What follows belongs to an exercise in optimizing a design on an open flow for small area, a short achievable clock period and few clock cycles per item; a production flow would make more cautious choices.
At most, simulation tests tie the RTL to the original design; equivalence was not proved.
For runs 1 to 5, only the layout was checked, not whether the RTL still works.
Power is estimated from default activity; no workload was simulated.

==> flow/design.v <==
module execution_unit_top (
    input        clk,
    input        rst,
    input        start,
    input  [3:0] opcode,
    input  [7:0] A,
    input  [7:0] B,
    output     [15:0] result,
    output reg        busy,
    output reg        done
);
    reg [15:0] R;        
    reg        addm;     
    reg        cin;      
    reg  [7:0] X;        
    reg        aux;      
    reg        isdiv;    
    reg  [2:0] cnt;      
    function [9:0] cneg(input [9:0] x, input s);
        integer i;
        reg     nz;
        begin
            nz = 1'b0;
            for (i = 0; i < 10; i = i + 1) begin
                cneg[i] = x[i] ^ (s & nz);
                nz      = nz | x[i];
            end
        end
    endfunction
    reg [15:0] alu;
    always @(*) begin
        case (opcode[2:0])
            3'd0:    alu = {A & B, A ^ B};
            3'd1:    alu = {A & ~B, ~(A ^ B)};
            3'd2:    alu = {8'h00, A & B};
            3'd3:    alu = {8'h00, A | B};
            3'd4:    alu = {8'h00, A ^ B};
            3'd5:    alu = {8'h00, ~A};
            default: alu = 16'h0000;
        endcase
    end
    wire [9:0]  mv   = B[0] ? {{2{A[7]}}, A} : B[1] ? {A[7], A, 1'b0} : 10'd0;
    wire [9:0]  mp   = cneg(mv, B[1]);
    wire [15:0] mul0 = {mp, B[7:2]};
    wire [7:0] ma  = cneg({2'b00, A}, A[7]);
    wire [7:0] mb  = cneg({2'b00, B}, B[7]);
    wire       bz  = (B == 8'h00);
    wire       b1  = (B == 8'h01) | (B == 8'hFF);
    wire       b2  = (B == 8'h02) | (B == 8'hFE);
    wire       q7  = bz | (b1 & ma[7]);
    wire       q6  = bz | (b1 & ma[6]) | (b2 & ma[7]);
    wire [1:0] r6  = b1 ? 2'b00 : b2 ? {1'b0, ma[6]} : ma[7:6];
    wire [15:0] div0 = {6'd0, r6, ma[5:0], q7, q6};
    wire       rneg = R[15];
    wire       one  = isdiv | (R[0] ^ aux);
    wire       two  = ~isdiv & ((R[1] & ~R[0] & ~aux) |
                                (~R[1] & R[0] & aux));
    wire       neg  = isdiv ? ~rneg : (R[1] & ~(R[0] & aux));
    wire       xs   = X[7] & ~isdiv;
    wire [9:0] pp   = (two ? {X[7], X, 1'b0} : one ? {xs, xs, X} : 10'd0)
                      ^ {10{neg}};
    wire [9:0] op1  = isdiv ? {rneg, R[15:8], R[7]}
                            : {{2{rneg}}, R[15:8]};
    wire [10:0] sum = {op1, 1'b1} + {pp, neg};
    wire [9:0]  s   = sum[10:1];
    wire        qb  = ~s[7] | ~|X;
    wire [7:0]  quo = cneg({2'b00, R[6:0], qb}, aux);
    wire        last = isdiv ? (cnt == 3'd5) : (cnt == 3'd2);
    always @(posedge clk) begin
        addm <= ~busy & ~opcode[3] & ~opcode[2] & ~opcode[1];
        cin  <= opcode[0];
        if (busy) begin
            cnt <= cnt + 3'd1;
            if (!isdiv) begin
                R      <= {s, R[7:2]};
                aux    <= R[1];
            end else if (last) begin
                R      <= {8'h00, quo};
            end else begin
                R      <= {s[7:0], R[6:0], qb};
            end
        end else begin
            cnt   <= 3'd0;
            isdiv <= opcode[0];
            if (!opcode[3]) begin
                R      <= alu;
            end else if (!opcode[0]) begin
                R      <= mul0;
                X      <= A;
                aux    <= B[1];
            end else begin
                R      <= div0;
                X      <= mb;
                aux    <= A[7] ^ B[7];
            end
        end
    end
    always @(posedge clk) begin
        if (rst) begin
            busy <= 1'b0;
            done <= 1'b0;
        end else if (busy) begin
            busy <= ~last;
            done <= last;
        end else begin
            busy <= start & opcode[3];
            done <= start & ~opcode[3];
        end
    end
    reg [7:0] gg, pp2;
    reg [7:0] cy;
    integer   lv, j;
    always @(*) begin
        gg[0]  = cin;
        pp2[0] = 1'b0;
        for (j = 1; j < 8; j = j + 1) begin
            gg[j]  = R[8 + j - 1];
            pp2[j] = R[j - 1];
        end
        for (lv = 1; lv < 8; lv = lv * 2) begin
            for (j = 7; j >= 0; j = j - 1) begin
                if ((j / lv) % 2 == 1) begin
                    gg[j]  = gg[j] | (pp2[j] & gg[(j / lv) * lv - 1]);
                    pp2[j] = pp2[j] & pp2[(j / lv) * lv - 1];
                end
            end
        end
        cy = gg;
    end
    assign result = {R[15:8] & {8{~addm}}, R[7:0] ^ (cy & {8{addm}})};
endmodule
==> flow/run.sh <==
#!/bin/bash
# synth_recipe.tcl (not shown) runs the flow's synth.tcl, then flattens the netlist and writes it again
# the make line also repeats each setting of config.mk as NAME=value (left out here)
make -C /OpenROAD-flow-scripts/flow DESIGN_CONFIG=/design/flow/config.mk WORK_HOME=/design/flow/orfs CLKGATE_MAP_FILE= SYNTH_SCRIPT=/design/flow/synth_recipe.tcl finish
==> flow/config.mk <==
export PLATFORM = sky130hd
export DESIGN_NAME = execution_unit_top
export DESIGN_NICKNAME = execution_unit_top
export VERILOG_FILES = /design/flow/design.v
export SDC_FILE = /design/flow/constraint.sdc
export NUM_CORES = 4
export LEC_CHECK = 0
export ABC_AREA = 1
export CAP_MARGIN = 20
export CORE_MARGIN = 2
export CORE_UTILIZATION = 40
export SETUP_SLACK_MARGIN = 3.2
export SLEW_MARGIN = 20
==> flow/constraint.sdc <==
create_clock -name core_clock -period 6.0 [get_ports {clk}]
set_input_delay 1.2000 -clock core_clock [delete_from_list [all_inputs] [get_ports {clk}]]
set_output_delay 1.2000 -clock core_clock [all_outputs]
set_load 0.01 [all_outputs]
==> impl_results.md, run 1 <==
* Status: timing/DRC/antenna clean
* Clk latency of the worst-skew pair at 0.29 ns
* Grt ovf at 0
* Routing usage on met3 at 2.74%
* Starting Density at 41.5%
* Core ar. at 9280 sq um
* PD cells at 282 nW/um^2
* Post-synthesis sequential area ratio at 19.7%
* Filler cell count at 885
* CTS max path bufs at 2
* Slowest stage cell, crit path: dfxtp_4
* Commonest cells post-synth: 120 x nand2_1, 77 x inv_1, 59 x o21ai_0, 51 x nor2_1, 37 x a21oi_1
* Internal power at 0.000800 W
* Max FFs per register at 16
* HP Class: flop to flop
* Site row count at 35
* Biggest register: R
* Unrepaired setup endpoints after global routing: yes
* Via/cell ratio at 5.55
* Clock Pin Slew Worst Setup and Hold Paths at 0.08 ns
* WHS Path Cells at 1
* Max H-tree Level at 2
* TritonRoute pass-1 iters at 5
* IO Port Bufs at 40
* Die X at 102 microns
* Worst Setup Start Kind: flop
* # setup viols final at 0
* Synth Flop Type: dfxtp_1
* YS warnings at 1
* Post-synth top area cell: dfxtp_1
* Vias at 4,468
* Area grow syn2layout at 37.0%
* Clock Skews at 0.0142 ns
* Layout cells sized above 1 at 26.3%
* Largest net degree at the start of global routing at 38
* Met1 usage at 33.8%
* IO Count at 41
* Setup_tns at 0 ns
* Mapped Area at 3850 sq um
* Cell family with most CP delay: simple AND/OR/NAND/NOR gates
* CTS tree: built
* GRT Util Overall at 26.2%
* Drt total wl at 13.8 mm
* Synthesized Nets at 645
* Max FO, Critical Path at 8
* FF/Latch Area at 773 sq um
* Global-route wire length before repair at 21.1 mm
* Levels on crit path at 21
* CP Cell Sequence: buf_6 -> buf_6 -> ha_4 -> o21ai_2 -> nand2_2 -> o21ai_2 -> xor2_1 -> ha_1 -> a21oi_2 -> nor2_2 -> nor2_2 -> nand2_1 -> nand2_2 -> nand3_4 -> nand2_4 -> nand4_4 -> buf_4 -> a21oi_2 -> o21ai_0 -> o211ai_1 -> nand2_1
* Relative max-transition margin at 63.1%
* Final nets at 733
* Period utilization at 51.9%
* Ant diodes at 0
* GRT met2 Usage at 42.4%
* CP Buf/Inv Count at 3
* Req. time, crit path at 6.18 ns
* Post-Synthesis Cells at 587
* Post-synth EDFFs at 10
* Max Fclk at 321 MHz
* Die footprint at 10,400 sq um
* CTS buffer count at 5
* WL per Instance at 17.1 microns
* Layout Utilization at 56.8%
* DRC at 0
* Leak at 2.42 nW
* Crit-path max cell delay at 0.36 ns
* Cts hold-fix bufs at 0
* Yosys cell types at 45
* HPWL after detailed placement at 9.66 mm
* Area of the multi-input gates at 3060 sq um
* Asr flop ratio synth at 0%
* Root buffer cell: clkbuf_8
* Gpl congestion at 0.968
* Gate power share at 68.1%
* Top Registers: R x16, X x8, cnt x3
* Syn avg cell area at 6.56 sq um
* Synth area leaders: dfxtp_1 12%, nand2_1 12%, ha_1 11%
* Slew @ Worst Pin at 0.552 ns
* Remaining antenna violation count at 0
* Sequential power share at 20.7%
* Sw Ratio at 46.2%
* Peak supply drop at 0.136 mV
* Flop-to-flop setup slack at 2.89 ns
* DRT iter0 DRCs at 280
* FF+latch count, synth at 33
* Initial antenna violation count at 0
* DIE HEIGHT at 102 microns
* Vias in the first global route at 4,139
* Minimum clock period at 3.11 ns
* Max-slew violations at 0
* Count leader, synth: nand2_1
* Critical Path AT at 3.29 ns
* Kind of critical path: flop to flop
* Gr busiest metal: met2
* Clock share of power at 11.2%
* Crit path capture type: flop
* Switching power at 0.000688 W
* Top-area cell type share of the netlist area at 12.0%
* Max cap viols at 0
* Final Hold Vio Count at 0
* CTS Sinks at 33
* Worst r2r path cells at 21
==> metal layers <==
layer | up-vias | routed length [microns]
met2 | 224 | 6400
met4 | 0 | 725
li1 | 2175 | -
met5 | - | 0
met1 | 2019 | 5710
met3 | 50 | 930
==> area by class of cell <==
| cell class | count | area share (%) |
|---|---|---|
| Tap cell | 129 | 3.06 |
| Clock inverter | 1 | 0.142 |
| Sequential cell | 33 | 14.7 |
| Multi-Input combinational cell | 457 | 58.0 |
| Timing Repair inverter | 1 | 0.0948 |
| Inverter | 81 | 6.26 |
| Timing Repair Buffer | 96 | 16.3 |
| Clock buffer | 7 | 1.45 |
==> stage by stage <==
| stage | power [W] | cells | setup WS [ns] | hold WS (ns) | cell area [sq um] |
|---|---|---|---|---|---|
| 6_report | 0.00149 | 805 | 2.89 | 0.468 | 5280 |
| 5_1_grt | 0.00158 | 805 | 2.70 | 0.507 | 5280 |
| 3_5_place_dp | 0.00102 | 742 | 2.06 | 0.453 | 4380 |
| 4_1_cts | 0.00140 | 788 | 2.84 | 0.470 | 4960 |
| 2_1_floorplan | 0.000791 | 587 | 3.19 | 0.430 | 3880 |
| 3_3_place_gp | 0.00102 | 742 | 2.03 | 0.441 | 4380 |
==> final timing paths <==
kind | from | end
worst max-delay path | R[0]$_DFF_P_ | R[4]$_DFF_P_
worst min-delay path | cnt[0]$_SDFF_PN0_ | cnt[0]$_SDFF_PN0_
worst max register to register | R[0]$_DFF_P_ | R[4]$_DFF_P_
worst min register to register | cnt[0]$_SDFF_PN0_ | cnt[0]$_SDFF_PN0_
==> worst register-to-register path: stages (launching register included) <==
cell	delay [ns]
dfxtp_4	0.36
buf_6	0.12
buf_6	0.12
ha_4	0.27
o21ai_2	0.15
nand2_2	0.06
o21ai_2	0.07
xor2_1	0.19
ha_1	0.29
a21oi_2	0.18
nor2_2	0.06
nor2_2	0.12
nand2_1	0.10
nand2_2	0.10
nand3_4	0.10
nand2_4	0.10
nand4_4	0.10
buf_4	0.16
a21oi_2	0.10
o21ai_0	0.10
o211ai_1	0.10
nand2_1	0.07
==> kinds of logic after synthesis <==
group	share of synthesized area (%)
AO/OA/AOI/OAI	25.1
buffers and inverters	10.1
adder cells (fa/ha/maj)	11.4
XOR/XNOR	8.64
AND/OR/NAND/NOR	25.0
flip-flops	19.7
==> placed cells by master, fill, tap and decap left out, drive strengths merged, types with 19 or more instances in the layout <==
master	count
ha	35
o21ai	66
a21oi	37
inv	77
nor2	52
nand3	24
o22ai	19
dfxtp	23
buf	64
xor2	33
nand2	127
==> repair_timing <==
item,CTS,global route
setup endpoints to repair,26,22
gates cloned,3,1
pin swaps,42,28
buffers inserted,35,16
gates resized for setup,138,66
==> power by group through the flow <==
stage               Clock, W  Sequential (W)  Combinational, W
global placement           0        0.000307          0.000711
floorplan                  0        0.000291          0.000499
detailed placement         0        0.000308          0.000715
CTS                 0.000166        0.000306          0.000924
global route        0.000176        0.000313           0.00109
finish              0.000166        0.000308           0.00101
==> inputs of run 2 (changes only) <==
--- a/flow/config.mk
+++ b/flow/config.mk
@@ -9,5 +9,6 @@
 export CAP_MARGIN = 20
 export CORE_MARGIN = 2
 export CORE_UTILIZATION = 40
-export SETUP_SLACK_MARGIN = 3.2
+export SETUP_SLACK_MARGIN = 2.5
 export SLEW_MARGIN = 20
+export TNS_END_PERCENT = 5
==> impl_results.md, run 2 <==
* Clock Pin Slew Worst Setup and Hold Paths at 0.08 ns (about the same)
* Non-filler cells, final at 751 (was 805)
* Sw Ratio at 48.2% (was 46.2%)
* Max Fclk at 290 MHz (was 321 MHz)
* Synthesized Nets at 645 (unchanged)
* Switching power at 0.000580 W (was 0.000688 W)
* Remaining antenna violation count at 0 (unchanged)
* HP Class: flop to flop (unchanged)
* CTS Sinks at 33 (unchanged)
* Flop-to-flop setup slack at 2.64 ns (was 2.89 ns)
* Relative max-transition margin at 40.5% (was 63.1%)
* Synth area leaders: dfxtp_1 12%, nand2_1 12%, ha_1 11% (unchanged)
* IO Port Bufs at 40 (unchanged)
* Post-Synthesis Cells at 587 (unchanged)
* Biggest register: R (unchanged)
* Area grow syn2layout at 17.0% (was 37.0%)
* Final Hold Vio Count at 0 (unchanged)
* Site row count at 35 (unchanged)
* Area of the multi-input gates at 2750 sq um (was 3060 sq um)
* WL per Instance at 16.6 microns (was 17.1 microns)
* Commonest cells post-synth: 120 x nand2_1, 77 x inv_1, 59 x o21ai_0, 51 x nor2_1, 37 x a21oi_1 (unchanged)
* Leak at 2.05 nW (was 2.42 nW)
* Max cap viols at 0 (unchanged)
* Layout cells sized above 1 at 6.75% (was 26.3%)
* Max FO, Critical Path at 6 (was 8)
* Filler cell count at 990 (was 885)
* Kind of critical path: flop to output pin (was flop to flop)
* Final nets at 679 (was 733)
* DP Cell Count at 741 (was 742)
* Drt total wl at 12.5 mm (was 13.8 mm)
* PD cells at 267 nW/um^2 (was 282 nW/um^2)
* Initial antenna violation count at 0 (unchanged)
* TritonRoute pass-1 iters at 4 (was 5)
* FF-to-FF End: R[14]$_DFF_P_ (was R[4]$_DFF_P_)
* Critical Path AT at 2.25 ns (was 3.29 ns)
* Worst r2r path cells at 14 (was 21)
* Post-synth top area cell: dfxtp_1 (unchanged)
* Internal power at 0.000624 W (was 0.000800 W)
* Crit path capture type: output pin (was flop)
* Top Registers: R x16, X x8, cnt x3 (unchanged)
* Root buffer cell: clkbuf_8 (unchanged)
* Setup_tns at 0 ns (unchanged)
* Post-synth EDFFs at 10 (unchanged)
* DRC at 0 (unchanged)
* IO Count at 41 (unchanged)
* Synth Flop Type: dfxtp_1 (unchanged)
* Sequential power share at 25.1% (was 20.7%)
* Mapped Area at 3850 sq um (unchanged)
* WHS Path Cells at 1 (unchanged)
* FF+latch count, synth at 33 (unchanged)
* Hold Path Origin: cnt[0]$_SDFF_PN0_ (unchanged)
* Top-area cell type share of the netlist area at 12.0% (unchanged)
* CTS max path bufs at 2 (unchanged)
* Clock Skews at 0.0173 ns (was 0.0142 ns)
* Vias at 4,044 (was 4,468)
* Slew @ Worst Pin at 0.889 ns (was 0.552 ns)
* Worst Setup Start Kind: flop (unchanged)
* HPWL after detailed placement at 9.89 mm (was 9.66 mm)
* Largest net degree at the start of global routing at 38 (unchanged)
* Most frequent cells in the layout: 120 x nand2_1, 75 x inv_1, 58 x o21ai_0 (was 111 x nand2_1, 62 x inv_1, 49 x buf_4)
* Minimum clock period at 3.45 ns (was 3.11 ns)
* CTS tree: built (unchanged)
* Worst r2r src: isdiv$_DFFE_PN_ (was R[0]$_DFF_P_)
* Die footprint at 10,400 sq um (unchanged)
* Die X at 102 microns (unchanged)
* Unrepaired setup endpoints after global routing: yes (unchanged)
* Starting Density at 41.5% (unchanged)
* DRT iter0 DRCs at 175 (was 280)
* Yosys cell types at 45 (unchanged)
* Vias in the first global route at 3,831 (was 4,139)
* CTS buffer count at 5 (unchanged)
* Peak supply drop at 0.0918 mV (was 0.136 mV)
* Gpl congestion at 0.987 (was 0.968)
* Asr flop ratio synth at 0% (unchanged)
* Max H-tree Level at 2 (unchanged)
* Clk latency of the worst-skew pair at 0.29 ns (about the same)
* Count leader, synth: nand2_1 (unchanged)
* Total power at 0.00120 W (was 0.00149 W)
* Max-slew violations at 0 (unchanged)
* Most common cell after layout, fill and taps aside: nand2_1 (unchanged)
* Via/cell ratio at 5.38 (was 5.55)
* Post-synthesis sequential area ratio at 19.7% (unchanged)
* WHS Endpoint: cnt[0]$_SDFF_PN0_ (unchanged)
* Core ar. at 9280 sq um (unchanged)
* Syn avg cell area at 6.56 sq um (unchanged)
* Period utilization at 57.5% (was 51.9%)
* Status: timing/DRC/antenna clean (unchanged)
* Ant diodes at 0 (unchanged)
* GRT Util Overall at 24.8% (was 26.2%)
* Clock share of power at 13.5% (was 11.2%)
* Grt ovf at 0 (unchanged)
* Global-route wire length before repair at 20.0 mm (was 21.1 mm)
* Max FFs per register at 16 (unchanged)
* DIE HEIGHT at 102 microns (unchanged)
* Req. time, crit path at 4.80 ns (was 6.18 ns)
* YS warnings at 1 (unchanged)
* Gate power share at 61.4% (was 68.1%)
* Layout Utilization at 48.6% (was 56.8%)
* # setup viols final at 0 (unchanged)
* FF/Latch Area at 762 sq um (was 773 sq um)
* Cts hold-fix bufs at 0 (unchanged)
-- run 2: power by group through the flow --
stage | Combinational [W] | Clock [W] | Sequential, W
detailed placement | 0.000720 | 0 | 0.000305
global placement | 0.000711 | 0 | 0.000305
global route | 0.000822 | 0.000173 | 0.000307
floorplan | 0.000497 | 0 | 0.000291
CTS | 0.000725 | 0.000164 | 0.000301
finish | 0.000740 | 0.000162 | 0.000303
-- run 2: repair_timing --
item | 4_1_cts | 5_1_grt
setup buffers | 1 | 1
gates resized for setup | 4 | 14
pin swaps | 1 | 1
endpoints found under the setup margin | 12 | 19
-- run 2: routing by layer --
layer	vias to the layer above	wire, microns	global-route usage, %
met5	-	0	0
met2	138	5810	42.1
met4	0	355	9.44
met3	22	644	2.60
li1	2053	-	-
met1	1831	5680	32.6
-- run 2: worst max path at each step --
stage,from,end,slack (ns),depth (start not counted)
after global placement,opcode[0],R[5]$_DFF_P_,2.01,12
after detailed placement,opcode[0],R[5]$_DFF_P_,2.04,12
after floorplan,B[0],R[14]$_DFF_P_,3.16,14
final,R[0]$_DFF_P_,result[4],2.55,10
after global routing,opcode[0],R[5]$_DFF_P_,2.35,12
after CTS,opcode[0],R[5]$_DFF_P_,2.34,12
-- run 2: kinds of logic after synthesis --
family	Yosys count	share of synthesized area [%]
compound gates	161	25.1
xor+xnor	38	8.64
fa+ha+maj	35	11.4
buf+inv	99	10.1
flops	33	19.7
simple gates	221	25.0
-- run 2: critical path, cell delays in order (launching register included) --
cell and delay, ns:
dfxtp_2 0.39, nand2_1 0.07, nand2_1 0.09, a21oi_2 0.07
o21ai_0 0.14, nand2_1 0.11, o22ai_2 0.17, buf_4 0.14
buf_4 0.09, xor2_1 0.13, clkdlybuf4s50_1 0.55
-- run 2: cell type report --
class / instances / area share (%)
clock inverters: 2 / 0.222
flip-flops and latches: 33 / 16.9
repair buffers: 45 / 9.85
multi-input cells: 455 / 61.0
clock buffers: 6 / 1.61
well taps: 129 / 3.58
inverters: 81 / 6.83
-- run 2: metrics by stage --
stage / instance area [sq um] / hold WS [ns] / setup WS [ns]
final: 4510 / 0.477 / 2.55
after global routing: 4510 / 0.501 / 2.35
after CTS: 4450 / 0.477 / 2.34
after detailed placement: 4350 / 0.460 / 2.04
after global placement: 4350 / 0.441 / 2.01
after floorplan: 3850 / 0.430 / 3.16
==> inputs of run 3 (changes only) <==
==> flow/flow/run.sh (new file) <==
#!/bin/bash
# Layout flow: the standard ORFS flow (standard.sh), with two changes:
#  - no full/half-adder cell extraction in synthesis (ADDER_MAP_FILE empty),
#    so abc maps the adders together with the rest of the logic;
#  - the port buffers that global placement inserts are buf_2 cells.
# Each tool's output is in orfs/logs/ and the make output in flow_make.log.
set -euo pipefail
bash standard.sh finish ADDER_MAP_FILE= \
    "BUFFER_PORTS_ARGS=-buffer_cell sky130_fd_sc_hd__buf_2" \
    > flow_make.log 2>&1
==> flow/standard.sh (new file) <==
#!/bin/bash
# synth_recipe.tcl (not shown) runs the flow's synth.tcl, then flattens the netlist and writes it again
# the make line also repeats each setting of config.mk as NAME=value (left out here)
make -C /OpenROAD-flow-scripts/flow DESIGN_CONFIG=/design/flow/config.mk WORK_HOME=/design/flow/orfs CLKGATE_MAP_FILE= SYNTH_SCRIPT=/design/flow/synth_recipe.tcl "${@:-finish}"
--- a/flow/config.mk
+++ b/flow/config.mk
@@ -11,4 +11,3 @@
 export CORE_UTILIZATION = 40
 export SETUP_SLACK_MARGIN = 2.5
 export SLEW_MARGIN = 20
-export TNS_END_PERCENT = 5
removed: flow/run.sh
==> impl_results.md, run 3 <==
* DRC at 0 (unchanged)
* GRT Util Overall at 24.8% (about the same)
* Most used cell, CP: a21oi_1 (was nand2_1)
* Ant diodes at 0 (unchanged)
* PD cells at 246 nW/um^2 (was 267 nW/um^2)
* TritonRoute pass-1 iters at 5 (was 4)
* Grt ovf at 0 (unchanged)
* DRT iter0 DRCs at 234 (was 175)
* Vias at 4,203 (was 4,044)
* CP Cell Sequence: a21oi_1 -> inv_1 -> a21oi_2 -> o21ai_0 -> nand2_1 -> o22ai_2 -> a22oi_2 -> nor2_1 -> a21oi_1 -> o22ai_1 -> xor2_1 -> buf_2 (was nand2_1 -> nand2_1 -> a21oi_2 -> o21ai_0 -> nand2_1 -> o22ai_2 -> buf_4 -> buf_4 -> xor2_1 -> clkdlybuf4s50_1)
* Req. time, crit path at 4.80 ns (about the same)
* Minimum clock period at 3.33 ns (was 3.45 ns)
* Synth area leaders: nand2_1 14%, dfxtp_1 13%, o21ai_0 8.4% (was dfxtp_1 12%, nand2_1 12%, ha_1 11%)
* Relative max-transition margin at 41.8% (was 40.5%)
* Initial antenna violation count at 0 (unchanged)
* Top Registers: R x16, X x8, cnt x3 (unchanged)
* Largest net degree at the start of global routing at 24 (was 38)
* Top-area cell type share of the netlist area at 14.4% (was 12.0%)
* Flop-to-flop setup slack at 2.79 ns (was 2.64 ns)
* Gpl congestion at 0.954 (was 0.987)
* FF-to-FF End: R[5]$_DFF_P_ (was R[14]$_DFF_P_)
* CTS Sinks at 33 (unchanged)
* Max FO, Critical Path at 7 (was 6)
* Worst r2r path cells at 18 (was 14)
* Synthesized Nets at 631 (was 645)
* CP endpoint: result[7] (was result[4])
* Period utilization at 55.6% (was 57.5%)
* Setup_tns at 0 ns (unchanged)
* Worst r2r src: isdiv$_DFFE_PN_ (unchanged)
* WL per Instance at 16.4 microns (was 16.6 microns)
* Crit-path max cell delay at 0.38 ns (was 0.55 ns)
* CTS buffer count at 5 (unchanged)
* Commonest cells post-synth: 141 x nand2_1, 64 x inv_1, 62 x o21ai_0, 58 x nor2_1, 57 x nand3_1 (was 120 x nand2_1, 77 x inv_1, 59 x o21ai_0, 51 x nor2_1, 37 x a21oi_1)
* Core ar. at 8810 sq um (was 9280 sq um)
* Clk latency of the worst-skew pair at 0.29 ns (about the same)
* Root buffer cell: clkbuf_8 (unchanged)
* Global-route wire length before repair at 19.6 mm (was 20.0 mm)
* Slew @ Worst Pin at 0.866 ns (was 0.889 ns)
* Die footprint at 9960 sq um (was 10,400 sq um)
* Worst Setup Start Kind: flop (unchanged)
* DP Cell Count at 732 (was 741)
* Hold Path Origin: cnt[0]$_SDFF_PN0_ (unchanged)
* Most frequent cells in the layout: 141 x nand2_1, 64 x inv_1, 62 x o21ai_0 (was 120 x nand2_1, 75 x inv_1, 58 x o21ai_0)
* Syn avg cell area at 6.04 sq um (was 6.56 sq um)
* Count leader, synth: nand2_1 (unchanged)
* FF+latch count, synth at 33 (unchanged)
* Most common cell after layout, fill and taps aside: nand2_1 (unchanged)
* Critical Path AT at 2.13 ns (was 2.25 ns)
* Clock Skews at 0.00975 ns (was 0.0173 ns)
* Post-synth top area cell: nand2_1 (was dfxtp_1)
* Peak supply drop at 0.0826 mV (was 0.0918 mV)
* Unrepaired setup endpoints after global routing: yes (unchanged)
* DIE HEIGHT at 99.8 microns (was 102 microns)
* Drt total wl at 12.1 mm (was 12.5 mm)
* Status: timing/DRC/antenna clean (unchanged)
* Non-filler cells, final at 741 (was 751)
* Leak at 1.85 nW (was 2.05 nW)
* Layout cells sized above 1 at 15.0% (was 6.75%)
* Final nets at 655 (was 679)
* Max cap viols at 0 (unchanged)
* Starting Density at 41.7% (was 41.5%)
* Cts hold-fix bufs at 0 (unchanged)
* Synth Flop Type: dfxtp_1 (unchanged)
* Max FFs per register at 16 (unchanged)
* CTS tree: built (unchanged)
* Post-synthesis sequential area ratio at 20.7% (was 19.7%)
* # setup viols final at 0 (unchanged)
* Max H-tree Level at 2 (unchanged)
* Site row count at 34 (was 35)
* Area grow syn2layout at 9.98% (was 17.0%)
* Post-synth EDFFs at 10 (unchanged)
* Via/cell ratio at 5.67 (was 5.38)
* Biggest register: R (unchanged)
* IO Count at 41 (unchanged)
* Die X at 99.8 microns (was 102 microns)
* Slowest stage cell, crit path: dfxtp_4 (was clkdlybuf4s50_1)
* Final Hold Vio Count at 0 (unchanged)
* Remaining antenna violation count at 0 (unchanged)
* HP Class: flop to flop (unchanged)
* Vias in the first global route at 3,794 (was 3,831)
* Asr flop ratio synth at 0% (unchanged)
* CTS max path bufs at 2 (unchanged)
* Kind of critical path: flop to output pin (unchanged)
* Clock Pin Slew Worst Setup and Hold Paths at 0.08 ns (about the same)
* Max Fclk at 300 MHz (was 290 MHz)
* Yosys cell types at 50 (was 45)
* HPWL after detailed placement at 9.60 mm (was 9.89 mm)
* IO Port Bufs at 40 (unchanged)
* Post-Synthesis Cells at 608 (was 587)
* Mapped Area at 3670 sq um (was 3850 sq um)
* Crit path capture type: output pin (unchanged)
* Critical Path Source: R[0]$_DFF_P_ (unchanged)
* Max-slew violations at 0 (unchanged)
* YS warnings at 1 (unchanged)
[run 3: layout make-up]
class                           instances  area (sq um)
Multi-Input combinational cell        479          2540
Clock buffer                            6          93.8
Fill cell                             935          4770
Inverter                               71           272
Clock inverter                          2          16.3
Sequential cell                        33           764
Timing Repair Buffer                   42           215
Tap cell                              108           135
[run 3: worst max-delay path: cells and delay by family, from the launching register on]
family | cells | cell delay (ns)
compound gates | 7 | 0.93
xor+xnor | 1 | 0.15
buf+inv | 2 | 0.22
flops | 1 | 0.38
simple gates | 2 | 0.18
[run 3: layer usage]
layer | wire length (microns) | track usage, % | vias to the layer above
li1 | - | - | 2092
met1 | 5300 | 33.4 | 1897
met2 | 5680 | 41.4 | 196
met3 | 883 | 3.20 | 18
met4 | 260 | 7.59 | 0
met5 | 0 | 0 | -
[run 3: cells by family after synthesis]
logic type                share of synthesized area [%]
and+or+nand+nor                                    37.6
AOI/OAI and AO/OA                                  24.1
buffers and inverters                              10.6
DFF                                                20.7
xor gates and xnor gates                           6.92
[run 3: worst min-delay path by stage]
stage,depth (start not counted),slack [ns],to
3_3_place_gp,1,0.44,cnt[0]$_SDFF_PN0_
2_1_floorplan,1,0.43,cnt[0]$_SDFF_PN0_
4_1_cts,1,0.47,cnt[0]$_SDFF_PN0_
5_1_grt,1,0.53,cnt[0]$_SDFF_PN0_
6_report,1,0.47,cnt[0]$_SDFF_PN0_
3_5_place_dp,1,0.45,cnt[0]$_SDFF_PN0_
[run 3: what timing repair did]
action,CTS,global route
resized for setup,1,5
buffers inserted,1,0
setup endpoints to repair,2,4
pin swaps,0,0
[run 3: per-stage QoR]
stage	instance area (sq um)	hold slack [ns]	util [%]	setup slack (ns)	power, W
after floorplan	3670	0.426	-	2.97	0.000658
after global placement	3900	0.441	44.3	2.54	0.000785
after detailed placement	3900	0.453	44.3	2.49	0.000788
after CTS	4020	0.471	45.6	2.58	0.000988
after global routing	4040	0.527	45.9	2.45	0.00107
final	4040	0.472	45.9	2.67	0.000995
[run 3: where the power goes]
| part | switching, W | internal [W] | leakage (nW) |
|---|---|---|---|
| sequential | 0.0000327 | 0.000261 | 0.290 |
| combinational | 0.000336 | 0.000167 | 1.51 |
| clock | 0.0000907 | 0.000108 | 0.0525 |
==> inputs of run 4 (changes only) <==
==> flow/design.v (replaced) <==
module execution_unit_top (
    input        clk,
    input        rst,
    input        start,
    input  [3:0] opcode,
    input  [7:0] A,
    input  [7:0] B,
    output     [15:0] result,
    output reg        busy,
    output reg        done
);
    reg [15:0] R;        
    reg        addm;     
    reg  [7:0] X;        
    reg        sgn;      
    reg        isdiv;    
    reg  [2:0] cnt;      
    reg        bone;     
    reg        btwo;     
    reg        bneg;     
    function [9:0] cneg(input [9:0] x, input s);
        integer i;
        reg     nz;
        begin
            nz = 1'b0;
            for (i = 0; i < 10; i = i + 1) begin
                cneg[i] = x[i] ^ (s & nz);
                nz      = nz | x[i];
            end
        end
    endfunction
    function [2:0] booth(input q1, input q0, input qm);
        begin
            booth[2] = q0 ^ qm;
            booth[1] = (q1 & ~q0 & ~qm) | (~q1 & q0 & qm);
            booth[0] = q1 & ~(q0 & qm);
        end
    endfunction
    wire [7:0] bx   = B ^ {8{opcode[0]}};
    wire [4:0] slo  = {1'b0, A[3:0]} + {1'b0, bx[3:0]} + {4'd0, opcode[0]};
    wire [3:0] shi0 = A[7:4] + bx[7:4];
    wire [3:0] shi1 = A[7:4] + bx[7:4] + 4'd1;
    reg [15:0] alu;
    always @(*) begin
        case (opcode[2:0])
            3'd0, 3'd1: alu = {3'b000, slo[4], shi1, shi0, slo[3:0]};
            3'd2:       alu = {8'h00, A & B};
            3'd3:       alu = {8'h00, A | B};
            3'd4:       alu = {8'h00, A ^ B};
            3'd5:       alu = {8'h00, ~A};
            default:    alu = 16'h0000;
        endcase
    end
    wire [9:0]  mv   = B[0] ? {{2{A[7]}}, A} : B[1] ? {A[7], A, 1'b0} : 10'd0;
    wire [9:0]  mp   = cneg(mv, B[1]);
    wire [15:0] mul0 = {mp, B[7:2]};
    wire [7:0] ma  = cneg({2'b00, A}, A[7]);
    wire [7:0] mb  = cneg({2'b00, B}, B[7]);
    wire       bz  = (B == 8'h00);
    wire       b1  = (B == 8'h01) | (B == 8'hFF);
    wire       b2  = (B == 8'h02) | (B == 8'hFE);
    wire       q7  = bz | (b1 & ma[7]);
    wire       q6  = bz | (b1 & ma[6]) | (b2 & ma[7]);
    wire [1:0] r6  = b1 ? 2'b00 : b2 ? {1'b0, ma[6]} : ma[7:6];
    wire [15:0] div0 = {6'd0, r6, ma[5:0], q7, q6};
    wire       rneg = R[15];
    wire       xs   = X[7] & ~isdiv;
    wire [9:0] pp   = (btwo ? {X[7], X, 1'b0} : bone ? {xs, xs, X} : 10'd0)
                      ^ {10{bneg}};
    wire [9:0] op1  = isdiv ? {rneg, R[15:8], R[7]}
                            : {{2{rneg}}, R[15:8]};
    wire [9:0] s    = op1 + pp + {9'd0, bneg};
    wire        qb  = ~s[7] | ~|X;
    wire [7:0]  quo = cneg({2'b00, R[6:0], qb}, sgn);
    wire        last = isdiv ? (cnt == 3'd5) : (cnt == 3'd2);
    always @(posedge clk) begin
        addm <= ~busy & ~opcode[3] & ~opcode[2] & ~opcode[1];
        if (busy) begin
            cnt <= cnt + 3'd1;
            if (!isdiv) begin
                R                  <= {s, R[7:2]};
                {bone, btwo, bneg} <= booth(R[3], R[2], R[1]);
            end else begin
                R                  <= last ? {8'h00, quo}
                                           : {s[7:0], R[6:0], qb};
                {bone, btwo, bneg} <= {2'b10, qb};
            end
        end else begin
            cnt   <= 3'd0;
            isdiv <= opcode[0];
            if (!opcode[3]) begin
                R <= alu;
            end else if (!opcode[0]) begin
                R                  <= mul0;
                X                  <= A;
                {bone, btwo, bneg} <= booth(B[3], B[2], B[1]);
            end else begin
                R                  <= div0;
                X                  <= mb;
                sgn                <= A[7] ^ B[7];
                {bone, btwo, bneg} <= 3'b101;
            end
        end
    end
    always @(posedge clk) begin
        if (rst) begin
            busy <= 1'b0;
            done <= 1'b0;
        end else if (busy) begin
            busy <= ~last;
            done <= last;
        end else begin
            busy <= start & opcode[3];
            done <= start & ~opcode[3];
        end
    end
    wire hsel = addm & R[12];
    assign result = {R[15:8] & {8{~addm}},
                     hsel ? R[11:8] : R[7:4],
                     R[3:0]};
endmodule
==> impl_results.md, run 4 <==
* Status: timing/DRC/antenna clean (unchanged)
* Root buffer cell: clkbuf_8 (unchanged)
* Area of the multi-input gates at 2480 sq um (was 2540 sq um)
* Critical Path AT at 3.39 ns (was 2.13 ns)
* Area grow syn2layout at 8.70% (was 9.98%)
* Drt total wl at 12.7 mm (was 12.1 mm)
* Post-synthesis sequential area ratio at 21.7% (was 20.7%)
* Relative max-transition margin at 31.5% (was 41.8%)
* Pre-CTS setup slack at 2.51 ns (was 2.49 ns)
* Syn avg cell area at 5.82 sq um (was 6.04 sq um)
* Final std cell area, no fill at 4160 sq um (was 4040 sq um)
* DP Cell Count at 802 (was 732)
* HPWL after detailed placement at 10.4 mm (was 9.60 mm)
* Max FO, Critical Path at 31 (was 7)
* PD cells at 231 nW/um^2 (was 246 nW/um^2)
* CTS buffer count at 5 (unchanged)
* DIE HEIGHT at 102 microns (was 99.8 microns)
* Cell family with most CP delay: simple AND/OR/NAND/NOR gates (was compound AO/OA/AOI/OAI gates)
* DRC at 0 (unchanged)
* Post-synth top area cell: nand2_1 (unchanged)
* Vias at 4,430 (was 4,203)
* CTS Sinks at 35 (was 33)
* Clock Pin Slew Worst Setup and Hold Paths at 0.08 ns (about the same)
* Die X at 102 microns (was 99.8 microns)
* Max H-tree Level at 2 (unchanged)
* Minimum clock period at 3.24 ns (was 3.33 ns)
* Synth Flop Type: dfxtp_1 (unchanged)
* Met1 usage at 32.2% (was 33.4%)
* Routing usage on met3 at 3.93% (was 3.20%)
* CP Cell Sequence: buf_2 -> inv_1 -> nand2_1 -> nand2_1 -> xor2_1 -> nor2_1 -> a31oi_1 -> nor2_1 -> nor2_1 -> or2_2 -> nand3_1 -> o211ai_1 -> nand2_1 -> o2111ai_1 (was a21oi_1 -> inv_1 -> a21oi_2 -> o21ai_0 -> nand2_1 -> o22ai_2 -> a22oi_2 -> nor2_1 -> a21oi_1 -> o22ai_1 -> xor2_1 -> buf_2)
* IO Count at 41 (unchanged)
* Yosys cell types at 44 (was 50)
* Leak at 2.02 nW (was 1.85 nW)
* DRT iter0 DRCs at 368 (was 234)
* Gpl congestion at 0.958 (was 0.954)
* Post-DP Area at 4050 sq um (was 3900 sq um)
* Top-area cell type share of the netlist area at 16.8% (was 14.4%)
* Req. time, crit path at 6.16 ns (was 4.80 ns)
* IO Port Bufs at 40 (unchanged)
* FF/Latch Area at 831 sq um (was 764 sq um)
* Mapped Area at 3830 sq um (was 3670 sq um)
* Gate power share at 46.2% (was 50.5%)
* YS warnings at 1 (unchanged)
* Internal power at 0.000531 W (was 0.000535 W)
* Clk latency of the worst-skew pair at 0.30 ns (was 0.29 ns)
* Remaining antenna violation count at 0 (unchanged)
* Biggest register: R (unchanged)
* Post-Synthesis Cells at 657 (was 608)
* Initial antenna violation count at 0 (unchanged)
* Switching power at 0.000431 W (was 0.000459 W)
* Post-synth EDFFs at 13 (was 10)
* Cts hold-fix bufs at 0 (unchanged)
* Sequential power share at 32.8% (was 29.6%)
* CTS resizes at 0 (was 1)
* Non-filler cells, final at 810 (was 741)
* GRT met2 Usage at 41.2% (was 41.4%)
* HP Class: flop to flop (unchanged)
* Final WS setup at 2.76 ns (was 2.67 ns)
* Starting Density at 41.4% (was 41.7%)
* Grt ovf at 0 (unchanged)
* Crit path capture type: flop (was output pin)
* Top Registers: R x16, X x8, cnt x3 (unchanged)
* Global-route wire length before repair at 20.0 mm (was 19.6 mm)
* Setup_tns at 0 ns (unchanged)
* Layout cells sized above 1 at 11.2% (was 15.0%)
* Count leader, synth: nand2_1 (unchanged)
* Sw Ratio at 44.8% (was 46.2%)
* Slew @ Worst Pin at 1.03 ns (was 0.866 ns)
* Setup Buffers After CTS at 0 (was 1)
* Filler cell count at 1,034 (was 935)
* Via/cell ratio at 5.47 (was 5.67)
* Commonest cells post-synth: 171 x nand2_1, 95 x inv_1, 64 x nor2_1, 60 x nand3_1, 55 x o21ai_0 (was 141 x nand2_1, 64 x inv_1, 62 x o21ai_0, 58 x nor2_1, 57 x nand3_1)
* WL per Instance at 15.7 microns (was 16.4 microns)
* Max-slew violations at 0 (unchanged)
* Clock Skews at 0.00929 ns (was 0.00975 ns)
* Worst Setup Start Kind: input pin (was flop)
* Unrepaired setup endpoints after global routing: no (was yes)
* Most frequent cells in the layout: 171 x nand2_1, 95 x inv_1, 63 x nor2_1 (was 141 x nand2_1, 64 x inv_1, 62 x o21ai_0)
* TritonRoute pass-1 iters at 5 (unchanged)
* Slowest stage cell, crit path: buf_2 (was dfxtp_4)
* Die footprint at 10,400 sq um (was 9960 sq um)
* Final Hold Vio Count at 0 (unchanged)
* CTS tree: built (unchanged)
* GRT Util Overall at 25.0% (was 24.8%)
* Ant diodes at 0 (unchanged)
* Peak supply drop at 0.0791 mV (was 0.0826 mV)
* Vias in the first global route at 4,014 (was 3,794)
* Max Fclk at 309 MHz (was 300 MHz)
* Asr flop ratio synth at 0% (unchanged)
* Crit-path max cell delay at 0.42 ns (was 0.38 ns)
* Max cap viols at 0 (unchanged)
* Synthesized Nets at 680 (was 631)
* Final nets at 703 (was 655)
* CP Buf/Inv Count at 2 (unchanged)
* # setup viols final at 0 (unchanged)
* Core ar. at 9240 sq um (was 8810 sq um)
* Site row count at 35 (was 34)
* Kind of critical path: input pin to flop (was flop to output pin)
* Largest net degree at the start of global routing at 32 (was 24)
* CTS max path bufs at 2 (unchanged)
* Gr busiest metal: met2 (unchanged)
* FF+latch count, synth at 35 (was 33)
* Clock share of power at 21.1% (was 19.9%)
* Period utilization at 54.0% (was 55.6%)
* Most common cell after layout, fill and taps aside: nand2_1 (unchanged)
* Max FFs per register at 16 (unchanged)
* Synth area leaders: nand2_1 17%, dfxtp_1 12%, edfxtp_1 10% (was nand2_1 14%, dfxtp_1 13%, o21ai_0 8.4%)
[run 4: cell types whose count changed in the layout (fill, tap and decap cells not counted), sizes merged, moves of 4 or more]
cell	delta
inv	+28
nor2	+9
o211ai	-4
nor3	-4
xor2	-10
o2111ai	+7
nand2	+23
[run 4: power groups by stage]
stage / Combinational, W / Clock (W) / Sequential (W)
floorplan: 0.000335 / 0 / 0.000302
global placement: 0.000433 / 0 / 0.000320
detailed placement: 0.000437 / 0 / 0.000321
CTS: 0.000440 / 0.000205 / 0.000315
global route: 0.000495 / 0.000214 / 0.000320
finish: 0.000444 / 0.000203 / 0.000315
[run 4: logic make-up after synthesis]
group / share of synthesized area [%]
compound gates: 23.3
xor+xnor: 3.89
buf+inv: 13.4
flops: 21.7
simple gates: 37.7
[run 4: worst paths after layout]
kind,from,endpoint,slack [ns],cells after the start
worst max-delay path,opcode[0],R[3]$_DFF_P_,2.76,14
worst min-delay path,cnt[0]$_SDFF_PN0_,cnt[0]$_SDFF_PN0_,0.46,1
worst max register to register,bneg$_DFFE_PP_,R[6]$_DFF_P_,3.07,18
worst min register to register,cnt[0]$_SDFF_PN0_,cnt[0]$_SDFF_PN0_,0.46,1
[run 4: layout make-up]
type / instances / share of cell area (%)
Timing Repair Buffer: 40 / 4.81
Clock inverter: 2 / 0.331
Inverter: 99 / 9.00
Sequential cell: 35 / 20.0
Clock buffer: 6 / 2.26
Multi-Input combinational cell: 499 / 59.7
Tap cell: 129 / 3.88
[run 4: routing by layer]
| layer | vias to the layer above | routed length, microns |
|---|---|---|
| met1 | 1967 | 5500 |
| li1 | 2230 | - |
| met3 | 35 | 983 |
| met5 | - | 0 |
| met4 | 0 | 487 |
| met2 | 198 | 5740 |
[run 4: through the flow]
stage | utilization, % | total power (W) | hold WS, ns
4_1_cts | 45.0 | 0.000959 | 0.464
3_5_place_dp | 43.8 | 0.000758 | 0.446
5_1_grt | 45.0 | 0.00103 | 0.491
2_1_floorplan | - | 0.000637 | 0.426
6_report | 45.0 | 0.000962 | 0.461
3_3_place_gp | 43.8 | 0.000753 | 0.441
==> inputs of run 5 (changes only) <==
--- a/flow/config.mk
+++ b/flow/config.mk
@@ -9,5 +9,5 @@
 export CAP_MARGIN = 20
 export CORE_MARGIN = 2
 export CORE_UTILIZATION = 40
-export SETUP_SLACK_MARGIN = 2.5
+export SETUP_SLACK_MARGIN = 3.0
 export SLEW_MARGIN = 20
==> impl_results.md, run 5 <==
* Status: timing/DRC/antenna clean (unchanged)
* IO Port Bufs at 40 (unchanged)
* CTS Sinks at 35 (unchanged)
* Global-route wire length before repair at 20.0 mm (about the same)
* Die X at 102 microns (unchanged)
* Top-area cell type share of the netlist area at 16.8% (unchanged)
* HPWL after detailed placement at 10.4 mm (unchanged)
* HP Class: flop to flop (unchanged)
* Post-synth EDFFs at 13 (unchanged)
* # setup viols final at 0 (unchanged)
* Most common cell after layout, fill and taps aside: nand2_1 (unchanged)
* GRT Util Overall at 25.0% (about the same)
* Final Hold Vio Count at 0 (unchanged)
* Max H-tree Level at 2 (unchanged)
* Slew @ Worst Pin at 1.01 ns (was 1.03 ns)
* Top Registers: R x16, X x8, cnt x3 (unchanged)
* PD cells at 229 nW/um^2 (was 231 nW/um^2)
* Commonest cells post-synth: 171 x nand2_1, 95 x inv_1, 64 x nor2_1, 60 x nand3_1, 55 x o21ai_0 (unchanged)
* Max FO, Critical Path at 11 (was 31)
* Clk latency of the worst-skew pair at 0.30 ns (about the same)
* Minimum clock period at 2.82 ns (was 3.24 ns)
* Critical Path Source: B[0] (was opcode[0])
* WHS Path Cells at 1 (unchanged)
* Flop-to-flop setup slack at 3.24 ns (was 3.07 ns)
* Clock Pin Slew Worst Setup and Hold Paths at 0.08 ns (about the same)
* Setup_tns at 0 ns (unchanged)
* Core ar. at 9240 sq um (unchanged)
* Mapped Area at 3830 sq um (unchanged)
* Leak at 2.06 nW (was 2.02 nW)
* Die footprint at 10,400 sq um (unchanged)
* Pre-CTS setup slack at 2.51 ns (unchanged)
* DP Cell Count at 802 (unchanged)
* Layout cells sized above 1 at 13.6% (was 11.2%)
* Worst r2r path cells at 18 (unchanged)
* Req. time, crit path at 6.17 ns (was 6.16 ns)
* CTS buffer count at 5 (unchanged)
* Period utilization at 46.9% (was 54.0%)
* Critical Path AT at 2.98 ns (was 3.39 ns)
* Syn avg cell area at 5.82 sq um (unchanged)
* Unrepaired setup endpoints after global routing: yes (was no)
* Largest net degree at the start of global routing at 32 (unchanged)
* Worst r2r src: isdiv$_DFFE_PN_ (was bneg$_DFFE_PP_)
* Max Fclk at 355 MHz (was 309 MHz)
* Total power at 0.000978 W (was 0.000962 W)
* Max FFs per register at 16 (unchanged)
* Clock Skews at 0.00961 ns (was 0.00929 ns)
* Site row count at 35 (unchanged)
* Biggest register: R (unchanged)
* Synth Flop Type: dfxtp_1 (unchanged)
* Post-synthesis sequential area ratio at 21.7% (unchanged)
* Post-synth top area cell: nand2_1 (unchanged)
* Vias at 4,488 (was 4,430)
* Worst Setup Start Kind: input pin (unchanged)
* Count leader, synth: nand2_1 (unchanged)
* FF-to-FF End: R[6]$_DFF_P_ (unchanged)
* Crit-path max cell delay at 0.28 ns (was 0.42 ns)
* DRT iter0 DRCs at 393 (was 368)
* WHS Endpoint: cnt[0]$_SDFF_PN0_ (unchanged)
* Hold Path Origin: cnt[0]$_SDFF_PN0_ (unchanged)
* Gpl congestion at 0.958 (unchanged)
* DIE HEIGHT at 102 microns (unchanged)
* Starting Density at 41.4% (unchanged)
* Worst hold slack at 0.461 ns (about the same)
* Vias in the first global route at 4,011 (was 4,014)
* CTS tree: built (unchanged)
* Grt ovf at 0 (unchanged)
* Ant diodes at 0 (unchanged)
* Slowest stage cell, crit path: or2_2 (was buf_2)
* Via/cell ratio at 5.47 (about the same)
* Area grow syn2layout at 11.4% (was 8.70%)
* Most used cell, CP: inv_1
* Synthesized Nets at 680 (unchanged)
* Drt total wl at 12.9 mm (was 12.7 mm)
* Post-Synthesis Cells at 657 (unchanged)
* YS warnings at 1 (unchanged)
* Non-filler cells, final at 820 (was 810)
* Initial antenna violation count at 0 (unchanged)
* Max cap viols at 0 (unchanged)
* Final WS setup at 3.18 ns (was 2.76 ns)
* Crit path capture type: flop (unchanged)
* Yosys cell types at 44 (unchanged)
* Relative max-transition margin at 32.7% (was 31.5%)
* TritonRoute pass-1 iters at 5 (unchanged)
* Root buffer cell: clkbuf_8 (unchanged)
* Kind of critical path: input pin to flop (unchanged)
* Peak supply drop at 0.0760 mV (was 0.0791 mV)
* CTS max path bufs at 2 (unchanged)
* Most frequent cells in the layout: 171 x nand2_1, 90 x inv_1, 63 x nor2_1 (was 171 x nand2_1, 95 x inv_1, 63 x nor2_1)
* Filler cell count at 1,027 (was 1,034)
* Final nets at 713 (was 703)
* IO Count at 41 (unchanged)
* Synth area leaders: nand2_1 17%, dfxtp_1 12%, edfxtp_1 10% (unchanged)
* WL per Instance at 15.7 microns (about the same)
* CP Cell Sequence: buf_2 -> inv_1 -> o22ai_1 -> o21ai_1 -> inv_1 -> a21oi_2 -> o21ai_2 -> a21oi_1 -> inv_1 -> or2_2 -> nand3_1 -> o221ai_1 (was buf_2 -> inv_1 -> nand2_1 -> nand2_1 -> xor2_1 -> nor2_1 -> a31oi_1 -> nor2_1 -> nor2_1 -> or2_2 -> nand3_1 -> o211ai_1 -> nand2_1 -> o2111ai_1)
* DRC at 0 (unchanged)
* Asr flop ratio synth at 0% (unchanged)
* Max-slew violations at 0 (unchanged)
* FF+latch count, synth at 35 (unchanged)
* Remaining antenna violation count at 0 (unchanged)
==> run 5: cell counts after synthesis <==
No cell type changed its count.
==> run 5: worst max-delay path, delay by kind of cell <==
kind	cells	cell delay (ns)
AOI/OAI and AO/OA	6	0.82
buffers and inverters	4	0.61
and+or+nand+nor	2	0.36
==> run 5: through the flow <==
stage               util [%]  area, sq um
floorplan                  -         3830
global placement        43.8         4050
detailed placement      43.8         4050
CTS                     45.0         4160
global route            46.1         4260
finish                  46.1         4260
==> run 5: power breakdown <==
part           switching (W)  internal (W)  total [W]
clock network      0.0000989      0.000107   0.000206
logic               0.000309      0.000153   0.000463
registers          0.0000304      0.000279   0.000309
total               0.000439      0.000540   0.000978
==> run 5: cell type report <==
cell class	instances	area (sq um)	share of cell area [%]
Sequential cell	35	831	19.5
Tap cell	129	161	3.79
Timing Repair Buffer	50	284	6.66
Clock inverter	2	13.8	0.323
Multi-Input combinational cell	499	2500	58.5
Inverter	99	384	9.01
Clock buffer	6	93.8	2.20
==> run 5: what timing repair did <==
item | 4_1_cts | 5_1_grt
setup endpoints to repair | 4 | 9
gates resized for setup | 2 | 11
buffers inserted | 0 | 10
hold endpoints to repair | 0 | 0
pin swaps | 0 | 1
hold buffers | 0 | 0
==> run 5: cells by family after synthesis <==
| logic type | count (synthesis) | share of synthesized area (%) |
|---|---|---|
| AOI/OAI and AO/OA | 150 | 23.3 |
| buffers and inverters | 123 | 13.4 |
| xor gates and xnor gates | 17 | 3.89 |
| DFF | 35 | 21.7 |
| and+or+nand+nor | 332 | 37.7 |
==> run 5: worst max-delay path by stage <==
stage | end | slack [ns] | cells after the start
after floorplan | R[14]$_DFF_P_ | 3.10 | 15
final | R[13]$_DFF_P_ | 3.18 | 12
after global placement | R[3]$_DFF_P_ | 2.57 | 14
after CTS | R[14]$_DFF_P_ | 3.00 | 15
after detailed placement | R[3]$_DFF_P_ | 2.51 | 14
after global routing | R[14]$_DFF_P_ | 2.98 | 15
==> run 5: metal layers <==
layer  GRT usage [%]  vias up  share of wire (%)
met4            10.9        0                3.8
li1                -     2246                  -
met1            32.2     2032                 43
met5               0        -                  0
met3            3.93       35                7.7
met2            41.2      175                 46
==> inputs of run 6 (changes only) <==
--- a/flow/design.v
+++ b/flow/design.v
@@ -63,6 +63,9 @@
     wire       q6  = bz | (b1 & ma[6]) | (b2 & ma[7]);
     wire [1:0] r6  = b1 ? 2'b00 : b2 ? {1'b0, ma[6]} : ma[7:6];
     wire [15:0] div0 = {6'd0, r6, ma[5:0], q7, q6};
+    wire       dshort = {1'b0, ma} < {mb, 1'b0};
+    wire       dq1    = ma >= mb;
+    wire [7:0] dquo   = {{7{dq1 & (A[7] ^ B[7])}}, dq1};
     wire       rneg = R[15];
     wire       xs   = X[7] & ~isdiv;
     wire [9:0] pp   = (btwo ? {X[7], X, 1'b0} : bone ? {xs, xs, X} : 10'd0)
@@ -95,7 +98,7 @@
                 X                  <= A;
                 {bone, btwo, bneg} <= booth(B[3], B[2], B[1]);
             end else begin
-                R                  <= div0;
+                R                  <= dshort ? {8'h00, dquo} : div0;
                 X                  <= mb;
                 sgn                <= A[7] ^ B[7];
                 {bone, btwo, bneg} <= 3'b101;
@@ -110,8 +113,8 @@
             busy <= ~last;
             done <= last;
         end else begin
-            busy <= start & opcode[3];
-            done <= start & ~opcode[3];
+            busy <= start & opcode[3] & ~(opcode[0] & dshort);
+            done <= start & (~opcode[3] | (opcode[0] & dshort));
         end
     end
     wire hsel = addm & R[12];
--- a/flow/config.mk
+++ b/flow/config.mk
@@ -9,5 +9,5 @@
 export CAP_MARGIN = 20
 export CORE_MARGIN = 2
 export CORE_UTILIZATION = 40
-export SETUP_SLACK_MARGIN = 3.0
+export SETUP_SLACK_MARGIN = 3.4
 export SLEW_MARGIN = 20
==> impl_results.md, run 6 <==
* Filler cell count at 1,026 (was 1,027)
* Max FFs per register at 16 (unchanged)
* Top-area cell type share of the netlist area at 16.7% (was 16.8%)
* Commonest cells post-synth: 192 x nand2_1, 90 x inv_1, 69 x nor2_1, 68 x nand3_1, 53 x o21ai_0 (was 171 x nand2_1, 95 x inv_1, 64 x nor2_1, 60 x nand3_1, 55 x o21ai_0)
* Starting Density at 41.4% (about the same)
* DRT iter0 DRCs at 450 (was 393)
* PD cells at 201 nW/um^2 (was 229 nW/um^2)
* CP Buf/Inv Count at 3 (was 4)
* Synthesized Nets at 745 (was 680)
* Syn avg cell area at 5.97 sq um (was 5.82 sq um)
* Crit-path max cell delay at 0.24 ns (was 0.28 ns)
* Initial antenna violation count at 0 (unchanged)
* Final WS setup at 2.96 ns (was 3.18 ns)
* Kind of critical path: input pin to flop (unchanged)
* Req. time, crit path at 6.23 ns (was 6.17 ns)
* Post-DP Area at 4630 sq um (was 4050 sq um)
* Pre-CTS setup slack at 2.27 ns (was 2.51 ns)
* CTS max path bufs at 2 (unchanged)
* Synth Flop Type: dfxtp_1 (unchanged)
* Flop-to-flop setup slack at 3.36 ns (was 3.24 ns)
* Cts hold-fix bufs at 0 (unchanged)
* Crit path capture type: flop (unchanged)
* Worst Setup Start Kind: input pin (unchanged)
* Minimum clock period at 3.04 ns (was 2.82 ns)
* Post-synth EDFFs at 13 (unchanged)
* Vias in the first global route at 4,920 (was 4,011)
* Clock Pin Slew Worst Setup and Hold Paths at 0.09 ns (was 0.08 ns)
* TritonRoute pass-1 iters at 5 (unchanged)
* Area grow syn2layout at 36.2% (was 11.4%)
* Global-route wire length before repair at 24.6 mm (was 20.0 mm)
* Asr flop ratio synth at 0% (unchanged)
* Clk latency of the worst-skew pair at 0.30 ns (about the same)
* CTS tree: built (unchanged)
* Non-filler cells, final at 952 (was 820)
* Yosys cell types at 52 (was 44)
* Count leader, synth: nand2_1 (unchanged)
* Mapped Area at 4310 sq um (was 3830 sq um)
* HPWL after detailed placement at 11.7 mm (was 10.4 mm)
* Unrepaired setup endpoints after global routing: yes (unchanged)
* Most common cell after layout, fill and taps aside: nand2_1 (unchanged)
* Relative max-transition margin at 53.0% (was 32.7%)
* FF+latch count, synth at 35 (unchanged)
* Ant diodes at 0 (unchanged)
* Post-Synthesis Cells at 722 (was 657)
* Layout cells sized above 1 at 31.9% (was 13.6%)
* Die footprint at 11,600 sq um (was 10,400 sq um)
* CTS buffer count at 5 (unchanged)
* Clock Skews at 0.0178 ns (was 0.00961 ns)
* Top Registers: R x16, X x8, cnt x3 (unchanged)
* HP Class: flop to flop (unchanged)
* Post-synthesis sequential area ratio at 19.3% (was 21.7%)
* Period utilization at 50.7% (was 46.9%)
* Final nets at 838 (was 713)
* Post-synth top area cell: nand2_1 (unchanged)
* Cell family with most CP delay: simple AND/OR/NAND/NOR gates (was compound AO/OA/AOI/OAI gates)
* WL per Instance at 17.0 microns (was 15.7 microns)
* Remaining antenna violation count at 0 (unchanged)
* IO Port Bufs at 40 (unchanged)
* DP Cell Count at 875 (was 802)
* Slew @ Worst Pin at 0.703 ns (was 1.01 ns)
* Status: timing/DRC/antenna clean (unchanged)
* Synth area leaders: nand2_1 17%, dfxtp_1 10%, edfxtp_1 9.1% (was nand2_1 17%, dfxtp_1 12%, edfxtp_1 10%)
* Max cap viols at 0 (unchanged)
* Die X at 108 microns (was 102 microns)
* Vias at 5,343 (was 4,488)
* Grt ovf at 0 (unchanged)
* # setup viols final at 0 (unchanged)
* DRC at 0 (unchanged)
* Root buffer cell: clkbuf_8 (unchanged)
* Max FO, Critical Path at 8 (was 11)
* Max Fclk at 329 MHz (was 355 MHz)
* CP Cell Sequence: buf_8 -> clkinvlp_4 -> nand4_1 -> inv_2 -> nand4_1 -> xor2_2 -> nor3b_4 -> nand3b_1 -> nand3_2 -> nand3_4 -> o211ai_1 -> nand3_1 -> o211ai_1 (was buf_2 -> inv_1 -> o22ai_1 -> o21ai_1 -> inv_1 -> a21oi_2 -> o21ai_2 -> a21oi_1 -> inv_1 -> or2_2 -> nand3_1 -> o221ai_1)
* Largest net degree at the start of global routing at 34 (was 32)
* Biggest register: R (unchanged)
* Core ar. at 10,400 sq um (was 9240 sq um)
* Most frequent cells in the layout: 169 x nand2_1, 73 x inv_1, 64 x buf_4 (was 171 x nand2_1, 90 x inv_1, 63 x nor2_1)
* Slowest stage cell, crit path: xor2_2 (was or2_2)
* CTS Sinks at 35 (unchanged)
* Drt total wl at 16.2 mm (was 12.9 mm)
* Final std cell area, no fill at 5870 sq um (was 4260 sq um)
* Final Hold Vio Count at 0 (unchanged)
* GRT Util Overall at 26.9% (was 25.0%)
* Setup_tns at 0 ns (unchanged)
* Critical Path AT at 3.28 ns (was 2.98 ns)
* Max-slew violations at 0 (unchanged)
* Max H-tree Level at 2 (unchanged)
* YS warnings at 1 (unchanged)
* Peak supply drop at 0.128 mV (was 0.0760 mV)
* Area of the multi-input gates at 3420 sq um (was 2500 sq um)
* Gpl congestion at 0.979 (was 0.958)
* Leak at 2.69 nW (was 2.06 nW)
* DIE HEIGHT at 108 microns (was 102 microns)
* Site row count at 37 (was 35)
* IO Count at 41 (unchanged)
* Via/cell ratio at 5.61 (was 5.47)
* FF/Latch Area at 832 sq um (was 831 sq um)
run 6: changes by cell type after synthesis, moves of 6 or more:
cell      before  now
a21oi_1       34   25
nand2_1      171  192
inv_2          2    9
nand2_2        9   15
xor2_1        15   26
clkbuf_1      12    4
xnor2_1        2    8
nand3_1       60   68
run 6: per-stage QoR:
stage	hold WS (ns)	util [%]	total power [W]
floorplan	0.426	-	0.000708
global placement	0.439	44.4	0.000842
detailed placement	0.452	44.4	0.000849
CTS	0.471	51.6	0.00111
global route	0.524	56.4	0.00125
finish	0.469	56.4	0.00118
run 6: cell families (layout without fill, tap and decap cells):
family / Yosys count / in the layout / share of synthesized area (%)
xor+xnor: 36 / 36 / 7.66
flops: 35 / 35 / 19.3
simple gates: 386 / 386 / 40.3
compound gates: 140 / 140 / 19.9
fa+ha+maj: 1 / 1 / 0.232
buf+inv: 124 / 218 / 12.6
run 6: final timing paths:
| kind | end | cells past startpoint | from |
|---|---|---|---|
| worst max register to register | R[6]$_DFF_P_ | 18 | isdiv$_DFFE_PN_ |
| worst min-delay path | cnt[0]$_SDFF_PN0_ | 1 | cnt[0]$_SDFF_PN0_ |
| worst max-delay path | R[2]$_DFF_P_ | 13 | A[3] |
| worst min register to register | cnt[0]$_SDFF_PN0_ | 1 | cnt[0]$_SDFF_PN0_ |
run 6: area by class of cell:
| cell class | count | share of cell area (%) |
|---|---|---|
| Multi-Input combinational cell | 563 | 58.3 |
| Timing Repair inverter | 1 | 0.0852 |
| Timing Repair Buffer | 109 | 15.7 |
| Inverter | 100 | 7.03 |
| Clock inverter | 2 | 0.234 |
| Clock buffer | 6 | 1.60 |
| Tap cell | 136 | 2.90 |
| Sequential cell | 35 | 14.2 |
run 6: power breakdown:
group | total (W) | switching, W | internal, W
Combinational | 0.000661 | 0.000412 | 0.000249
Clock | 0.000206 | 0.0000992 | 0.000107
Sequential | 0.000313 | 0.0000329 | 0.000280
Total | 0.00118 | 0.000545 | 0.000635
run 6: routing by layer:
metal | vias to the layer above | part of all wire [%] | global-route usage, %
li1 | 2570 | - | -
met1 | 2457 | 42 | 34.3
met3 | 53 | 6.9 | 3.39
met4 | 0 | 4.4 | 12.5
met2 | 263 | 47 | 45.1
met5 | - | 0 | 0
run 6: repair_timing:
action,in CTS,in global routing
pin swaps,35,25
setup buffers,42,25
gates cloned,1,1
endpoints found under the setup margin,19,23
gates resized for setup,89,68
Testbench counts of run 6, summed over its fixed seeds: cycles 3,869, ops 2,400.
==> inputs of run 7 (changes only) <==
--- a/flow/config.mk
+++ b/flow/config.mk
@@ -9,5 +9,5 @@
 export CAP_MARGIN = 20
 export CORE_MARGIN = 2
 export CORE_UTILIZATION = 40
-export SETUP_SLACK_MARGIN = 3.4
+export SETUP_SLACK_MARGIN = 3.0
 export SLEW_MARGIN = 20
==> impl_results.md, run 7 <==
* Hold Path Origin: cnt[0]$_SDFF_PN0_ (unchanged)
* Syn avg cell area at 5.97 sq um (unchanged)
* Period utilization at 50.5% (was 50.7%)
* Post-synth EDFFs at 13 (unchanged)
* FF/Latch Area at 831 sq um (was 832 sq um)
* Filler cell count at 1,062 (was 1,026)
* Final std cell area, no fill at 5190 sq um (was 5870 sq um)
* DRT iter0 DRCs at 493 (was 450)
* Kind of critical path: input pin to flop (unchanged)
* Synth Flop Type: dfxtp_1 (unchanged)
* Count leader, synth: nand2_1 (unchanged)
* Layout Utilization at 49.8% (was 56.4%)
* FF-to-FF End: R[6]$_DFF_P_ (unchanged)
* IO Port Bufs at 40 (unchanged)
* Minimum clock period at 3.03 ns (was 3.04 ns)
* Max FO, Critical Path at 9 (was 8)
* Die X at 108 microns (unchanged)
* Global-route wire length before repair at 23.3 mm (was 24.6 mm)
* Drt total wl at 15.0 mm (was 16.2 mm)
* Req. time, crit path at 6.19 ns (was 6.23 ns)
* Largest net degree at the start of global routing at 34 (unchanged)
* Most frequent cells in the layout: 186 x nand2_1, 80 x inv_1, 67 x nand3_1 (was 169 x nand2_1, 73 x inv_1, 64 x buf_4)
* Crit path capture type: flop (unchanged)
* IO Count at 41 (unchanged)
* Top-area cell type share of the netlist area at 16.7% (unchanged)
* Via/cell ratio at 5.62 (was 5.61)
* Remaining antenna violation count at 0 (unchanged)
* Clk latency of the worst-skew pair at 0.30 ns (about the same)
* Ant diodes at 0 (unchanged)
* Pre-CTS setup slack at 2.24 ns (was 2.27 ns)
* Unrepaired setup endpoints after global routing: yes (unchanged)
* WL per Instance at 16.4 microns (was 17.0 microns)
* Grt ovf at 0 (unchanged)
* YS warnings at 1 (unchanged)
* CP endpoint: R[7]$_DFF_P_ (was R[2]$_DFF_P_)
* Die footprint at 11,600 sq um (unchanged)
* CTS tree: built (unchanged)
* Final Hold Vio Count at 0 (unchanged)
* Most common cell after layout, fill and taps aside: nand2_1 (unchanged)
* Worst r2r path cells at 20 (was 18)
* Worst r2r src: btwo$_DFFE_PP_ (was isdiv$_DFFE_PN_)
* Synthesized Nets at 745 (unchanged)
* # setup viols final at 0 (unchanged)
* Leak at 2.44 nW (was 2.69 nW)
* Final nets at 805 (was 838)
* Core ar. at 10,400 sq um (unchanged)
* Mapped Area at 4310 sq um (unchanged)
* Root buffer cell: clkbuf_8 (unchanged)
* CTS Sinks at 35 (unchanged)
* Status: timing/DRC/antenna clean (unchanged)
* Slew @ Worst Pin at 0.770 ns (was 0.703 ns)
* Vias at 5,161 (was 5,343)
* Peak supply drop at 0.0814 mV (was 0.128 mV)
* HPWL after detailed placement at 11.5 mm (was 11.7 mm)
* DIE HEIGHT at 108 microns (unchanged)
* Final WS setup at 2.97 ns (was 2.96 ns)
* Post-DP Area at 4520 sq um (was 4630 sq um)
* Max-slew violations at 0 (unchanged)
* Critical Path AT at 3.22 ns (was 3.28 ns)
* Max cap viols at 0 (unchanged)
* Gpl congestion at 1.00 (was 0.979)
* Starting Density at 41.4% (unchanged)
* Post-Synthesis Cells at 722 (unchanged)
* Max H-tree Level at 2 (unchanged)
* PD cells at 211 nW/um^2 (was 201 nW/um^2)
* Non-filler cells, final at 919 (was 952)
* Top Registers: R x16, X x8, cnt x3 (unchanged)
* HP Class: flop to flop (unchanged)
* Clock Pin Slew Worst Setup and Hold Paths at 0.08 ns (was 0.09 ns)
* Worst Setup Start Kind: input pin (unchanged)
* FF+latch count, synth at 35 (unchanged)
-- run 7: worst min path at each step --
stage	slack (ns)	cells after the start	endpoint
2_1_floorplan	0.43	1	cnt[0]$_SDFF_PN0_
3_3_place_gp	0.44	1	cnt[0]$_SDFF_PN0_
3_5_place_dp	0.45	1	cnt[0]$_SDFF_PN0_
6_report	0.47	1	cnt[0]$_SDFF_PN0_
4_1_cts	0.47	1	cnt[0]$_SDFF_PN0_
5_1_grt	0.49	1	cnt[0]$_SDFF_PN0_
-- run 7: what timing repair did --
item,4_1_cts,5_1_grt
setup endpoints to repair,15,16
gates resized for setup,22,58
setup buffers,7,27
cloned,1,1
pin swaps,6,23
hold buffers,0,0
-- run 7: area by class of cell --
class	instances	area share (%)
clock inverter	2	0.265
multi-input combinational	563	59.5
timing repair inverter	1	0.0965
timing repair buffer	76	11.2
tap	136	3.28
sequential	35	16.0
inverter	100	7.82
clock buffer	6	1.81
-- run 7: report_power, final --
| part | internal, W | switching [W] |
|---|---|---|
| logic | 0.000206 | 0.000371 |
| registers | 0.000280 | 0.0000360 |
| clock network | 0.000107 | 0.0000921 |
| total | 0.000593 | 0.000499 |
-- run 7: per-layer routing --
metal	GRT usage, %	part of all wire, %	wire, microns	up-vias
li1	-	-	-	2521
met1	33.8	42	6380	2322
met2	41.2	45	6700	259
met3	3.39	7.8	1170	59
met4	12.3	5.2	788	0
met5	0	0	0	-
-- run 7: logic make-up (layout without fill, tap and decap cells) --
| family | Yosys count | after routing | synth area share [%] |
|---|---|---|---|
| AOI/OAI and AO/OA | 140 | 140 | 19.9 |
| and+or+nand+nor | 386 | 386 | 40.3 |
| DFF | 35 | 35 | 19.3 |
| buffers and inverters | 124 | 185 | 12.6 |
| xor gates and xnor gates | 36 | 36 | 7.66 |
| adders and majority gates | 1 | 1 | 0.232 |
-- run 7: critical path, stage by stage --
cell and delay [ns]:
buf_4 0.16, inv_4 0.07, nand4_1 0.20, nand2_1 0.17, xor2_2 0.26, nor2_1 0.09, o21ai_0 0.20, nand3b_1 0.15
nand3_2 0.14, nand3_4 0.15, nand2_2 0.07, nand2_2 0.05, nand2_2 0.07, a21oi_2 0.14, nand2_1 0.07
-- run 7: stage by stage --
stage / hold slack, ns / power, W
floorplan: 0.426 / 0.000698
global placement: 0.440 / 0.000830
detailed placement: 0.450 / 0.000836
CTS: 0.469 / 0.00105
global route: 0.489 / 0.00117
finish: 0.466 / 0.00109

Setup slack of run 7, layout unchanged: 2.967 ns with ideal ports, 2.942 ns with driving cells assumed (clock clkbuf_16, inputs buf_2), 2.618 ns with port delays also shifted by the 0.325 ns mid clock arrival.
